What follows belongs to an exercise in optimizing a design on an open flow for small area; a production flow would make more cautious choices. RTL that was checked went through simulation tests only; none was proved equivalent to the original. The clock input has no modelled driver; a real chip could not lean on it and would need a root buffer or a full tree. Power is estimated from default activity; no workload was simulated.

build 15:
// ParkingController
module ParkingController (
    input clk,
    input rst,
    input car_entered,
    input is_uni_car_entered,
    input car_exited,
    input is_uni_car_exited,
    output [9:0] uni_parked_cars,
    output [9:0] parked_cars,
    output [9:0] uni_vacated_space,
    output [9:0] vacated_space,
    output uni_is_vacated_space,
    output is_vacated_space
);
Size in the first run: roughly 330 cells after synthesis, roughly 35 flip-flops, roughly 48 I/O pins.
export LEC_CHECK = 0
export ABC_AREA = 1
export CAP_MARGIN = 20
export CORE_MARGIN = 2
export CORE_UTILIZATION = 40
export SLEW_MARGIN = 20
create_clock -name core_clock -period 35.0 [get_ports {clk}]
standard.sh (not shown) runs the stock make flow with config.mk's settings and CLKGATE_MAP_FILE= SYNTH_SCRIPT=/design/flow/synth_recipe.tcl, a recipe that flattens the netlist after the stock synthesis.
==> flow/flow/run.sh <==
#!/bin/bash
# Standard ORFS layout with these changes: synthesis maps the logic with an
# area-oriented ABC script (flow/area.abc, no full-adder extraction), the port
# buffers are buf_1 cells, and clock tree synthesis uses small buffers and no
# dummy loads.
set -euo pipefail
W=$PWD
bash standard.sh SYNTH_SCRIPT=$W/flow/synth_wrap.tcl ADDER_MAP_FILE= \
  "BUFFER_PORTS_ARGS=-buffer_cell sky130_fd_sc_hd__buf_1" \
  "CTS_ARGS=-sink_clustering_enable -repair_clock_nets -dont_use_dummy_load -buf_list sky130_fd_sc_hd__clkbuf_4 -sink_clustering_levels 1" \
  finish > $W/standard.log 2>&1
==> flow/flow/area.abc <==
strash
dc2
&get -n
&deepsyn -T 15
&put
dch -f
amap
==> flow/flow/synth_wrap.tcl <==
# The standard flow's synthesis script, with ABC's mapping script replaced by flow/area.abc
set my_flow_dir [file dirname [file normalize [info script]]]
proc abc {args} {
  global my_flow_dir
  set i [lsearch -exact $args -script]
  if { $i >= 0 } { lset args [expr {$i + 1}] $my_flow_dir/area.abc }
  yosys abc {*}$args
}
source [file join $my_flow_dir .. synth_recipe.tcl]
For trial 83, these inputs were changed with respect to build 15:
diff --git a/flow/flow/run.sh b/flow/flow/run.sh
--- a/flow/flow/run.sh
+++ b/flow/flow/run.sh
@@ -9,3 +9,3 @@
   "BUFFER_PORTS_ARGS=-buffer_cell sky130_fd_sc_hd__buf_1" \
-  "CTS_ARGS=-sink_clustering_enable -repair_clock_nets -dont_use_dummy_load -buf_list sky130_fd_sc_hd__clkbuf_4 -sink_clustering_levels 1" \
+  "CTS_ARGS=-repair_clock_nets -dont_use_dummy_load -buf_list sky130_fd_sc_hd__clkbuf_4" \
   finish > $W/standard.log 2>&1
### Flow results
- From build 15 to trial 83, sequential cell count did not move at all.
- Going from build 15 to trial 83, post-route cell area held steady, iteration count of the initial detailed-routing pass roughly the same, clock share of power held.

---

== run A ==
Another version of the RTL of ParkingController (not shown whole).
For scale: roughly 360 cells after synthesis, about 2900 µm² of cells after synthesis.
make LEC_CHECK=0 ABC_AREA=1 CAP_MARGIN=20 CORE_MARGIN=2 CORE_UTILIZATION=40 SLEW_MARGIN=20 finish   # period 35.0 ns
run.sh (not shown) runs the stock make flow with config.mk's settings and CLKGATE_MAP_FILE= SYNTH_SCRIPT=/design/flow/synth_recipe.tcl, a recipe that flattens the netlist after the stock synthesis.
Stock flow here: none of the scripts above is used.
For run B, these inputs were changed with respect to run A:
==> flow/flow/run.sh (new file) <==
#!/bin/bash
# Standard ORFS layout with two changes: synthesis maps the logic with an
# area-oriented ABC script (flow/area.abc, no full-adder extraction), and the
# port buffers are buf_1 cells.
set -euo pipefail
W=$PWD
bash standard.sh SYNTH_SCRIPT=$W/flow/synth_wrap.tcl ADDER_MAP_FILE= \
  "BUFFER_PORTS_ARGS=-buffer_cell sky130_fd_sc_hd__buf_1" finish > $W/standard.log 2>&1
==> flow/flow/area.abc (new file) <==
strash
dc2
&get -n
&deepsyn -T 15
&put
dch -f
amap
==> flow/flow/synth_wrap.tcl (new file) <==
# The standard flow's synthesis script, with ABC's mapping script replaced by flow/area.abc
set my_flow_dir [file dirname [file normalize [info script]]]
proc abc {args} {
  global my_flow_dir
  set i [lsearch -exact $args -script]
  if { $i >= 0 } { lset args [expr {$i + 1}] $my_flow_dir/area.abc }
  yosys abc {*}$args
}
source [file join $my_flow_dir .. synth_recipe.tcl]
==> flow/standard.sh (new file) <==
#!/bin/bash
# synth_recipe.tcl (not shown) runs the flow's synth.tcl, then flattens the netlist and writes it again
# the make line also repeats each setting of config.mk as NAME=value (left out here)
make -C /OpenROAD-flow-scripts/flow DESIGN_CONFIG=/design/flow/config.mk WORK_HOME=/design/flow/orfs CLKGATE_MAP_FILE= SYNTH_SCRIPT=/design/flow/synth_recipe.tcl "${@:-finish}"
removed: flow/run.sh
Findings:
Compared with run A, in run B number of global-route vias before repair decreased 7.3%, final cell utilization of the core decreased 1.4 points, clock skew decreased 4.3 ps, worst-case reg-to-reg path depth decreased 1. Cell count came out lower on run B than on run A. Run comparison: run B main combinational cell family by area after synthesis compound AO/OA/AOI/OAI gates; run A main combinational cell family by area after synthesis adder cells. Run B vs. run A: data arrival time of the worst path went down by 40 ps. Summary: with run A as the reference, global-route wire length before repair in run B moved down by a few percent. Of run B and run A, run B shows the lower cell area, with run A above it.
The inputs of run C differ from those of run B as listed below.
==> flow/flow/run.sh <==
#!/bin/bash
bash standard.sh > standard.log 2>&1
removed: flow/flow/area.abc
removed: flow/flow/synth_wrap.tcl
- Run C ends up with higher area after synthesis than run B does.
- Run C vs run B: register-to-register slack down in run C
- Utilization run B -> run C: up
- Taking run C over run B, the wire length the detailed router placed on met1 ratio works out to 0.939.
- Compared to run B, run C has critical path depth about 20% lower.

---

ParkingController, a different RTL version from the one above (not shown whole).
Size: ~340 cells after synthesis, about 35 flip-flops, about 48 I/O pins, about 2200 um^2 of cells after synthesis.
## ParkingController
module ParkingController (
    input clk,
    input rst,
    input car_entered,
    input is_uni_car_entered,
    input car_exited,
    input is_uni_car_exited,
    output [9:0] uni_parked_cars,
    output [9:0] parked_cars,
    output [9:0] uni_vacated_space,
    output [9:0] vacated_space,
    output uni_is_vacated_space,
    output is_vacated_space
);
Settings: LEC_CHECK=0, ABC_AREA=1, CAP_MARGIN=20, CORE_MARGIN=2, CORE_UTILIZATION=40, SLEW_MARGIN=20; clock period 35.0 ns.
standard.sh (not shown) runs the stock make flow with config.mk's settings and CLKGATE_MAP_FILE= SYNTH_SCRIPT=/design/flow/synth_recipe.tcl, a recipe that flattens the netlist after the stock synthesis.
==> flow/flow/run.sh <==
#!/bin/bash
# Standard ORFS layout with these changes: synthesis maps the logic with an
# area-oriented ABC script (flow/area.abc, no full-adder extraction), the port
# buffers are buf_1 cells, and clock tree synthesis uses small buffers and no
# dummy loads.
set -euo pipefail
W=$PWD
bash standard.sh SYNTH_SCRIPT=$W/flow/synth_wrap.tcl ADDER_MAP_FILE= \
  "BUFFER_PORTS_ARGS=-buffer_cell sky130_fd_sc_hd__buf_1" \
  "CTS_ARGS=-sink_clustering_enable -repair_clock_nets -dont_use_dummy_load -buf_list sky130_fd_sc_hd__clkbuf_8 -sink_clustering_size 20 -sink_clustering_max_diameter 200" \
  finish > $W/standard.log 2>&1
==> flow/flow/area.abc <==
strash
dc2
&get -n
&deepsyn -T 15
&put
dch -f
amap
==> flow/flow/synth_wrap.tcl <==
# The standard flow's synthesis script, with ABC's mapping script replaced by flow/area.abc
set my_flow_dir [file dirname [file normalize [info script]]]
proc abc {args} {
  global my_flow_dir
  set i [lsearch -exact $args -script]
  if { $i >= 0 } { lset args [expr {$i + 1}] $my_flow_dir/area.abc }
  yosys abc {*}$args
}
source [file join $my_flow_dir .. synth_recipe.tcl]
The first run went through all stages and came out clean.
Next try:
--- a/flow/flow/run.sh
+++ b/flow/flow/run.sh
@@ -10 +10 @@
-  "CTS_ARGS=-sink_clustering_enable -repair_clock_nets -dont_use_dummy_load -buf_list sky130_fd_sc_hd__clkbuf_8 -sink_clustering_size 20 -sink_clustering_max_diameter 200" \
+  "CTS_ARGS=-sink_clustering_enable -repair_clock_nets -dont_use_dummy_load -buf_list sky130_fd_sc_hd__clkbuf_4" \
=> Setup slack is worse by 0.063 ns. Global-route usage fell by 0.12 points. Total power fell by 5.0%. Die area is unchanged. Wire length drops by about 1%. Cell area came out lower by about 1.3%. Register-to-register slack barely changes. Critical path depth stays the same.
Next try:
--- a/flow/flow/run.sh
+++ b/flow/flow/run.sh
@@ -10 +10 @@
-  "CTS_ARGS=-sink_clustering_enable -repair_clock_nets -dont_use_dummy_load -buf_list sky130_fd_sc_hd__clkbuf_4" \
+  "CTS_ARGS=-sink_clustering_enable -repair_clock_nets -dont_use_dummy_load -buf_list sky130_fd_sc_hd__clkbuf_16 -sink_clustering_size 40 -sink_clustering_max_diameter 500" \
=> Core utilization went up by 1.6 points; cell area rose by 3.6%; clock power rises by 110%; sequential share of layout area went down by 0.97 points; power goes up by 16%.
No run of this note included a check of the RTL's function; only the layout flow was run.

---

The RTL this note starts from:
==> flow/design.v <==
module ParkingController (
    input clk,
    input rst,
    input car_entered,
    input is_uni_car_entered,
    input car_exited,
    input is_uni_car_exited,
    output [9:0] uni_parked_cars,
    output [9:0] parked_cars,
    output [9:0] uni_vacated_space,
    output [9:0] vacated_space,
    output uni_is_vacated_space,
    output is_vacated_space
);
reg [11:0] s;
reg [4:0]  g;
reg [8:0]  q, p;    
function [8:0] rsub;
    input [8:0] k, x;
    integer i;
    reg b;
    begin
        b = 1'b0;
        for (i = 0; i < 9; i = i + 1) begin
            rsub[i] = k[i] ^ x[i] ^ b;
            b = (~k[i] & (x[i] | b)) | (x[i] & b);
        end
    end
endfunction
function [8:0] rud;
    input [8:0] x;
    input up, dn;
    integer i;
    reg c;
    begin
        c = up;
        for (i = 0; i < 9; i = i + 1) begin
            rud[i] = x[i] ^ dn ^ c;
            c = (x[i] & dn) | (x[i] & c) | (dn & c);
        end
        if (dn & ~c) rud = 9'd0;
    end
endfunction
function le;
    input [8:0] x, k;
    integer i;
    reg eq;
    begin
        le = 1'b0;
        eq = 1'b1;
        for (i = 8; i >= 0; i = i - 1) begin
            le = le | (eq & k[i] & ~x[i]);
            eq = eq & ~(k[i] ^ x[i]);
        end
        le = le | eq;
    end
endfunction
wire swrap = (s & 12'd1919) == (12'd263 & 12'd1919);
wire h12 = ~g[4] & g[2] & ~g[1] & ~g[0];
wire h13 = ~g[4] & g[2] & ~g[1] & g[0];
wire h14 = ~g[4] & g[2] & g[1] & ~g[0];
wire h15 = ~g[4] & g[3] & g[2] & g[1] & g[0];
wire [8:0] c_d = g[4] ? 9'd500 : h13 ? 9'd250 : h14 ? 9'd300 : h15 ? 9'd350 : 9'd200;
wire [8:0] u_d = g[4] ? 9'd200 : h13 ? 9'd450 : h14 ? 9'd400 : h15 ? 9'd350 : 9'd500;
wire [8:0] fu = rsub(u_d, q);
wire [8:0] fo = rsub(c_d, p);
wire nzu = |fu;
wire nzo = |fo;
wire tday = swrap & (h12 | h13 | h14 | h15);   
wire tnew = swrap & (&g);                        
wire [8:0] un = h12 ? 9'd450 : h13 ? 9'd400 : h14 ? 9'd350 : 9'd200;
wire eu = car_entered & is_uni_car_entered;
wire eo = car_entered & ~is_uni_car_entered;
wire xu = car_exited & is_uni_car_exited;
wire xo = car_exited & ~is_uni_car_exited;
wire u_sel = tday & (h15 ? le(fu, 9'd150) : le(fu, 9'd50));
wire u_inc = eu & (nzu | tnew);
wire u_up = u_inc & ~xu;
wire u_dn = ~u_inc & xu;
wire o_sel = tnew & le(fo, 9'd300);
wire o_inc = eo & (nzo | tday);
wire o_up = o_inc & ~xo;
wire o_dn = ~o_inc & xo;
always @(posedge clk) begin
    q <= (u_sel | rst) ? (un - {8'd0, xu}) & {9{~rst}} : rud(q, u_up, u_dn);
    p <= (o_sel | rst) ? (9'd200 - {8'd0, xo}) & {9{~rst}} : rud(p, o_up, o_dn);
    if (rst) begin
        s <= 12'd263;
        g <= 5'd7;
    end else begin
        s <= {~s[10:0], s[11] ^ s[5] ^ s[2] ^ s[0] ^ swrap};
        if (swrap) g <= (g + 5'd1) | {1'b0, &g, 3'b0};
    end
end
assign uni_parked_cars = {1'b0, q};
assign parked_cars = {1'b0, p};
assign uni_vacated_space = {1'b0, fu};
assign vacated_space = {1'b0, fo};
assign uni_is_vacated_space = nzu;
assign is_vacated_space = nzo;
endmodule
==> flow/config.mk <==
export PLATFORM = sky130hd
export DESIGN_NAME = ParkingController
export DESIGN_NICKNAME = ParkingController
export VERILOG_FILES = /design/flow/design.v
export SDC_FILE = /design/flow/constraint.sdc
export NUM_CORES = 4
export LEC_CHECK = 0
export ABC_AREA = 1
export CAP_MARGIN = 20
export CORE_MARGIN = 2
export CORE_UTILIZATION = 70
export PLACE_DENSITY = 0.8
export SLEW_MARGIN = 20
==> flow/constraint.sdc <==
create_clock -name core_clock -period 35.0 [get_ports {clk}]
set_input_delay 7.0000 -clock core_clock [delete_from_list [all_inputs] [get_ports {clk}]]
set_output_delay 7.0000 -clock core_clock [all_outputs]
set_load 0.01 [all_outputs]
==> flow/flow/run.sh <==
#!/bin/bash
# Standard ORFS layout with these changes: synthesis maps the logic with an
# set of area-oriented ABC scripts (flow/abc_*.abc, best one kept; no
# full-adder extraction), the port
# buffers are buf_1 cells, and clock tree synthesis uses small buffers and no
# dummy loads.
set -euo pipefail
W=$PWD
bash standard.sh SYNTH_SCRIPT=$W/flow/synth_wrap.tcl ADDER_MAP_FILE= \
  "BUFFER_PORTS_ARGS=-buffer_cell sky130_fd_sc_hd__buf_1" \
  "CTS_ARGS=-sink_clustering_enable -repair_clock_nets -dont_use_dummy_load -buf_list sky130_fd_sc_hd__clkbuf_4" \
  finish > $W/standard.log 2>&1
Other scripts of this flow, unchanged in this note and not shown: flow/flow/abc_dc1.abc, flow/flow/abc_dc2.abc, flow/flow/abc_dc3.abc, flow/flow/abc_dc4.abc, flow/flow/abc_dc5.abc, flow/flow/abc_dc6.abc, flow/flow/abc_rs1.abc, flow/flow/abc_rs2.abc, flow/flow/abc_rs3.abc, flow/flow/abc_s1.abc, flow/flow/abc_s2.abc, flow/flow/abc_s3.abc, flow/flow/abc_s4.abc, flow/flow/abc_s5.abc, flow/flow/abc_s6.abc, flow/flow/synth_wrap.tcl
Change:
==> flow/flow/run.sh (replaced) <==
#!/bin/bash
# Standard ORFS layout with these changes:
# - synthesis maps the logic with each of the area-oriented ABC scripts
#   flow/abc_*.abc and keeps the smallest result (no full-adder extraction);
# - the port buffers are buf_1 cells;
# - the constant outputs share the one tie cell synthesis gives them;
# - clock tree synthesis uses clkbuf_4 cells and no dummy loads, and the
#   tree's root buffer is removed (flow/post_cts.tcl).
set -euo pipefail
W=$PWD
bash standard.sh SYNTH_SCRIPT=$W/flow/synth_wrap.tcl ADDER_MAP_FILE= \
  "BUFFER_PORTS_ARGS=-buffer_cell sky130_fd_sc_hd__buf_1" SKIP_REPAIR_TIE_FANOUT=1 \
  POST_CTS_TCL=$W/flow/post_cts.tcl \
  "CTS_ARGS=-sink_clustering_enable -repair_clock_nets -dont_use_dummy_load -buf_list sky130_fd_sc_hd__clkbuf_4" \
  finish > $W/standard.log 2>&1
==> flow/flow/post_cts.tcl (new file) <==
set block [ord::get_db_block]
set root [$block findInst clkbuf_0_clk]
if { $root != "NULL" } {
  set in_net [[$root findITerm A] getNet]
  set out_net [[$root findITerm X] getNet]
  set loads {}
  foreach it [$out_net getITerms] {
    if { [$it getInst] != $root } { lappend loads $it }
  }
  if { [llength $loads] <= 4 && [llength [$out_net getBTerms]] == 0 } {
    foreach it $loads {
      $it disconnect
      $it connect $in_net
    }
    odb::dbInst_destroy $root
    odb::dbNet_destroy $out_net
    puts "post_cts: removed clock root buffer, clock port drives [llength $loads] buffers"
  }
}
estimate_parasitics -placement
--- a/flow/config.mk
+++ b/flow/config.mk
@@ -11 +11 @@
-export CORE_UTILIZATION = 70
+export CORE_UTILIZATION = 40
Via count decreases by 2.3%.
Wire length rose by about 3.2%.
Sequential cell count is unchanged.
Global-route usage fell by 14 points.
Total power came out lower by 2.3%.

-- separate check: timing with driven ports --
The results above use ideal ports. As a check the final layouts listed here were re-extracted and re-timed, cells and wires unchanged. Step 1 (the two cells are an assumption about what drives the block):
set clk [get_ports {clk}]
set_driving_cell -lib_cell sky130_fd_sc_hd__clkbuf_16 $clk
set_driving_cell -lib_cell sky130_fd_sc_hd__buf_2 [delete_from_list [all_inputs] $clk]
Step 2 also shifts input and output timing later by t, the mid clock arrival at the registers, as if the neighbouring blocks saw the same clock. a / b / c = ideal / step 1 / step 2; a / b = the first two.
run | t (ns) | setup slack, ns | worst register clock-pin slew, ns | pins driven straight from the clock port
build 15 | 0.348 | 23.189 / 23.164 / 23.512 | 0.12 / 0.12 | 1
trial 83 | 0.348 | 23.189 / 23.164 / 23.512 | 0.12 / 0.12 | 1
run A | 0.314 | 22.465 / 22.436 / 22.749 | 0.08 / 0.08 | 1
run B | 0.314 | 22.497 / 22.469 / 22.782 | 0.08 / 0.08 | 1
run C | 0.314 | 22.465 / 22.436 / 22.749 | 0.08 / 0.08 | 1
the first run of note 3 | 0.303 | 23.055 / 23.027 / 23.331 | 0.07 / 0.07 | 1
the second run of note 3 | 0.347 | 22.992 / 22.967 / 23.314 | 0.12 / 0.12 | 1
the third run of note 3 | 0.302 | 23.061 / 23.027 / 23.330 | 0.06 / 0.06 | 1
the first run of note 4 | 0.357 | 22.656 / 22.631 / 22.987 | 0.12 / 0.12 | 1
the second run of note 4 | 0.199 | 22.771 / 22.729 / 22.927 | 0.11 / 0.11 | 4
After both steps every run listed still meets setup and hold.
